This is an optimization exercise on Yosys and OpenROAD, whose aim is small area, not a production implementation.
RTL that was checked went through simulation tests only; none was proved equivalent to the original.
No driver is modelled on the clock port, so clocking that relies on it looks cheaper here than on a real chip.
Power and IR drop assume default switching activity.

== old ==
==> flow/design.v <==
module reverse (
    input  wire clk,
    input  wire rst_n,
    input  wire uart_rx,
    output wire uart_tx
);
    localparam [7:0] C_END   = 8'hff;
    localparam [7:0] C_BIT   = 8'ha0;
    localparam [7:0] C_SHORT = 8'haf;
    localparam [1:0] S_HUNT = 2'd0;   
    localparam [1:0] S_ALN  = 2'd1;   
    localparam [1:0] S_BITS = 2'd2;   
    reg s1, s2;
    always @(posedge clk or negedge rst_n)
        if (!rst_n) begin
            s1 <= 1'b1;
            s2 <= 1'b1;
        end else begin
            s1 <= uart_rx;
            s2 <= s1;
        end
    reg [6:0] p;
    always @(posedge clk or negedge rst_n)
        if (!rst_n) p <= 7'd0;
        else        p <= p + 7'd1;
    reg [1:0] st;
    reg [5:0] j;       
    reg [3:0] n;       
    reg [7:0] c;       
    reg       tx;
    wire       m   = j[5];
    wire [4:0] idx = j[4:0] ^ {5{m}};
    wire match = (p[6:4] == idx[3:1]) && (p[3] == idx[0]) && !p[2] &&
                 (p[1] == idx[0]) && (p[0] == idx[0]);
    wire tick = (st == S_BITS) && (c == C_END);
    wire last = n[3] & n[0];   
    reg [127:0] ra, rb;
    wire we  = tick && !m && (n != 4'd0) && !last;
    wire tap = idx[4] ? rb[105] : ra[105];
    always @(posedge clk) begin
        ra <= {ra[126:0], (we && !idx[4]) ? s2 : ra[127]};
        rb <= {rb[126:0], (we &&  idx[4]) ? s2 : rb[127]};
    end
    always @(posedge clk) begin
        c <= {c[6:0], c[7] ^ c[5] ^ c[4] ^ c[3]};
        if (st == S_ALN && match) begin
            n <= 4'd0;
            c <= m ? C_BIT : C_SHORT;
        end else if (tick) begin
            n <= n + 4'd1;
            c <= C_BIT;
        end
    end
    always @(posedge clk or negedge rst_n) begin
        if (!rst_n) begin
            st <= S_HUNT;
            j  <= 6'd0;
            tx <= 1'b1;
        end else begin
            case (st)
                S_HUNT: if (!s2) st <= S_ALN;
                S_ALN: if (match) begin
                    st <= S_BITS;
                    if (m) tx <= 1'b0;
                end
                default: if (tick) begin
                    if (m) tx <= n[3] | tap;
                    if (last) begin
                        j  <= j + 6'd1;
                        st <= (j[4:0] == 5'd31) ^ m ? S_ALN : S_HUNT;
                    end
                end
            endcase
        end
    end
    assign uart_tx = tx;
endmodule
Settings: LEC_CHECK=0, ABC_AREA=1, CAP_MARGIN=20, CORE_MARGIN=2, CORE_UTILIZATION=60, CTS_BUF_LIST=sky130_fd_sc_hd__clkbuf_16, CTS_CLUSTER_DIAMETER=80, CTS_CLUSTER_SIZE=36, SLEW_MARGIN=20; clock period 37.0 ns.
run.sh (not shown) runs the stock make flow with config.mk's settings and CLKGATE_MAP_FILE= SYNTH_SCRIPT=/design/flow/synth_recipe.tcl, a recipe that flattens the netlist after the stock synthesis.
Setup changes, old to new
--- a/flow/config.mk
+++ b/flow/config.mk
@@ -10,6 +10,6 @@
 export CORE_MARGIN = 2
 export CORE_UTILIZATION = 60
-export CTS_BUF_LIST = sky130_fd_sc_hd__clkbuf_16
-export CTS_CLUSTER_DIAMETER = 80
-export CTS_CLUSTER_SIZE = 36
+export CTS_BUF_LIST = sky130_fd_sc_hd__clkbuf_4
+export CTS_CLUSTER_DIAMETER = 40
+export CTS_CLUSTER_SIZE = 10
 export SLEW_MARGIN = 20
## What came out
Share of cells above drive strength 1 (higher): new
Higher cell internal power dissipation among old and new: old
The depth of the CTS H-tree in new sits 1 above the value recorded for old.
Compared with old, in new minimum period implied by the final worst setup slack up 110 ps; area added between synthesis and finish down 0.90 points.
For the count of clock-net buffers in the final layout, new came in 26 higher than old did.
Function was not checked in any run of this note: the RTL went through the layout flow alone.

* * *

reverse, a different RTL version from the one above (not shown whole).
Size: ~4 I/O pins, ~6200 um2 of cells after synthesis.
Design reverse, start of the top module:
module reverse (
    input  wire clk,
    input  wire rst_n,
    input  wire uart_rx,
    output wire uart_tx
);
    localparam [7:0] C_END   = 8'hff;
    localparam [7:0] C_BIT   = 8'ha0;
    localparam [7:0] C_SHORT = 8'ha8;
    reg s1, s2;
    always @(posedge clk) begin
        s1 <= uart_rx;
        s2 <= s1;
    end
    reg [6:0] p;
    always @(posedge clk or negedge rst_n)
        if (!rst_n) p <= 7'd1;
        else        p <= p + 7'd1;
    reg       run;     
    reg [5:0] j;       
    reg [7:0] c;       
    reg       tx;
    wire       m   = j[5];
    wire [4:0] idx = j[4:0] ^ {5{m}};
    wire [6:0] t0  = {idx[3:1], 3'b000, idx[0]};
    wire match = (p == t0);
    wire go   = !run && match && (m || !s2);
    wire tick = run && (c == C_END);
    wire [4:0] u    = p[4:0] - t0[4:0];
    wire       last = (u[4:1] == 4'd2);               
    wire       high = (u == 5'd26) || (u == 5'd4);    
    wire       skip = (u == 5'd11) || (u == 5'd5);    
  ...
export LEC_CHECK = 0
export ABC_AREA = 0
export CAP_MARGIN = 20
export CORE_MARGIN = 2
export CORE_UTILIZATION = 70
export SLEW_MARGIN = 20
create_clock -name core_clock -period 37.0 [get_ports {clk}]
standard.sh (not shown) runs the stock make flow with config.mk's settings and CLKGATE_MAP_FILE= SYNTH_SCRIPT=/design/flow/synth_recipe.tcl, a recipe that flattens the netlist after the stock synthesis.
==> flow/flow/run.sh <==
#!/bin/bash
# Standard ORFS layout (standard.sh), with these changes:
# - after the standard synthesis, the combinational logic between the
#   registers is re-mapped by ABC with an area-oriented script (remap.ys);
#   every register instance is kept as the standard synthesis made it (same
#   name, same cell), only the gates between them change;
# - clock tree: flip-flops clustered 12 to a clkbuf_4, no dummy loads; after
#   routing, the slew at the flip-flop clock pins is measured (clkslew.tcl)
#   and any leaf buffer whose pins see more than 110 ps is upsized in the
#   clock tree (upsize.tcl), then the layout is routed again from there;
#   if that does not settle, the clock tree is rebuilt with clkbuf_8 leaves;
# - the port buffers are buf_1 cells.
# Each tool's output goes to a log file of its own in this folder.
set -euo pipefail
W=$(pwd)
LIB=$FLOW_HOME/platforms/$FLOW_PLATFORM/lib/sky130_fd_sc_hd__tt_025C_1v80.lib
R=$W/orfs/results/$FLOW_PLATFORM/reverse/base
LIMIT_PS=110
CTS_MAIN="CTS_ARGS=-sink_clustering_enable -repair_clock_nets -sink_clustering_size 12 -sink_clustering_max_diameter 45 -buf_list {sky130_fd_sc_hd__clkbuf_4} -dont_use_dummy_load"
CTS_SAFE="CTS_ARGS=-sink_clustering_enable -repair_clock_nets -sink_clustering_size 20 -sink_clustering_max_diameter 50 -buf_list {sky130_fd_sc_hd__clkbuf_4 sky130_fd_sc_hd__clkbuf_8} -dont_use_dummy_load"
PORTS="BUFFER_PORTS_ARGS=-buffer_cell sky130_fd_sc_hd__buf_1"

bash standard.sh synth > $W/std_synth.log 2>&1

cp $R/1_2_yosys.v $W/remap_in.v
DU=$(grep -o 'cell ("sky130_fd_sc_hd__\(lpflow\|probe\)[^"]*")' $LIB | sed 's/cell ("\(.*\)")/-dont_use \1/' | tr '\n' ' ')
sed -e "s|@LIB@|$LIB|g" -e "s|@DU@|$DU|g" -e "s|@IN@|$W/remap_in.v|g" -e "s|@OUT@|$W/remap_out.v|g" \
    flow/remap.ys > $W/remap.ys
yosys -s $W/remap.ys > $W/remap.log 2>&1

# the registers must be the same instances as before
grep -E '^\s*sky130_fd_sc_hd__(df|edf|sdf|dl)\S* ' $W/remap_in.v | sort > $W/regs_in.txt
grep -E '^\s*sky130_fd_sc_hd__(df|edf|sdf|dl)\S* ' $W/remap_out.v | sort > $W/regs_out.txt
cmp $W/regs_in.txt $W/regs_out.txt

cp $W/remap_out.v $R/1_2_yosys.v
bash standard.sh "$CTS_MAIN" "$PORTS" finish > $W/std_finish_0.log 2>&1

# leaf buffers whose flip-flop clock pins see too much slew
slow() {
  ODB=$R/6_final.odb LIB=$LIB SDC=$R/6_final.sdc SPEF=$R/6_final.spef OUT=$W/clkslew_$1.txt \
    openroad -no_init -exit flow/clkslew.tcl > $W/clkslew_$1.log 2>&1 || exit 1
  [[ -s $W/clkslew_$1.txt ]] || exit 1
  awk -v l=$LIMIT_PS '$2 > l {print $1}' $W/clkslew_$1.txt > $W/slow_$1.txt
  [[ -s $W/slow_$1.txt ]]
}

i=0
while slow $i; do
  i=$((i + 1))
  if [[ $i -gt 3 ]]; then
    bash standard.sh "$CTS_SAFE" "$PORTS" clean_cts > $W/std_clean_cts.log 2>&1
    bash standard.sh "$CTS_SAFE" "$PORTS" finish > $W/std_finish_safe.log 2>&1
    break
  fi
  ODB=$R/4_1_cts.odb LIB=$LIB LIST=$W/slow_$((i - 1)).txt \
    openroad -no_init -exit flow/upsize.tcl > $W/upsize_$i.log 2>&1
  bash standard.sh "$CTS_MAIN" "$PORTS" finish > $W/std_finish_$i.log 2>&1
done
Other scripts of this flow, unchanged in this note and not shown: flow/flow/clkslew.tcl, flow/flow/remap.ys, flow/flow/upsize.tcl
The starting point finished with timing, DRC and antenna clean.
Edit:
--- a/flow/flow/run.sh
+++ b/flow/flow/run.sh
@@ -9 +9 @@
-#   and any leaf buffer whose pins see more than 110 ps is upsized in the
+#   and any leaf buffer whose pins see more than 116 ps is upsized in the
@@ -18 +18 @@
-LIMIT_PS=110
+LIMIT_PS=116
=> Clock-buffer cell count is unchanged; global-route usage stays the same; wire length is about the same; power decreases by 0.94%; design area hardly moves; non-clock buffer count stays the same; utilization decreases by 0.22 points; first-iteration DRC count decreases by 8.0%; worst setup slack gets better by 0.0055 ns; maximum frequency stays flat; register-to-register slack stays flat.

==> afterwards: timing with drivers on the ports <==
How much do the figures lean on ideal ports? The routed layouts below were timed once more, with nothing changed but the port constraints. Step 1 sets driving cells, clkbuf_16 on the clock port and buf_2 on the other inputs (assumed; they add their load-dependent delay and slew). Step 2, shift: input delay + t, output delay - t, t = (earliest + latest rising clock arrival at the registers) / 2. This alone moves slack from input paths to output paths. a / b / c = ideal ports / drivers / drivers and shift; a / b = the first two.
run	t, ns	slack for setup (ns)	hold WS [ns]	worst slew at a driven data input, ns
old	0.492	28.061 / 28.025 / 28.518	0.303 / 0.303 / 0.303	0.03
new	0.598	27.955 / 27.926 / 28.524	0.315 / 0.315 / 0.315	0.03
the first run of note 2	0.595	28.367 / 28.338 / 28.933	0.287 / 0.287 / 0.287	0.03
the second run of note 2	0.586	28.373 / 28.344 / 28.929	0.287 / 0.287 / 0.287	0.03
After both steps every run listed still meets setup and hold.
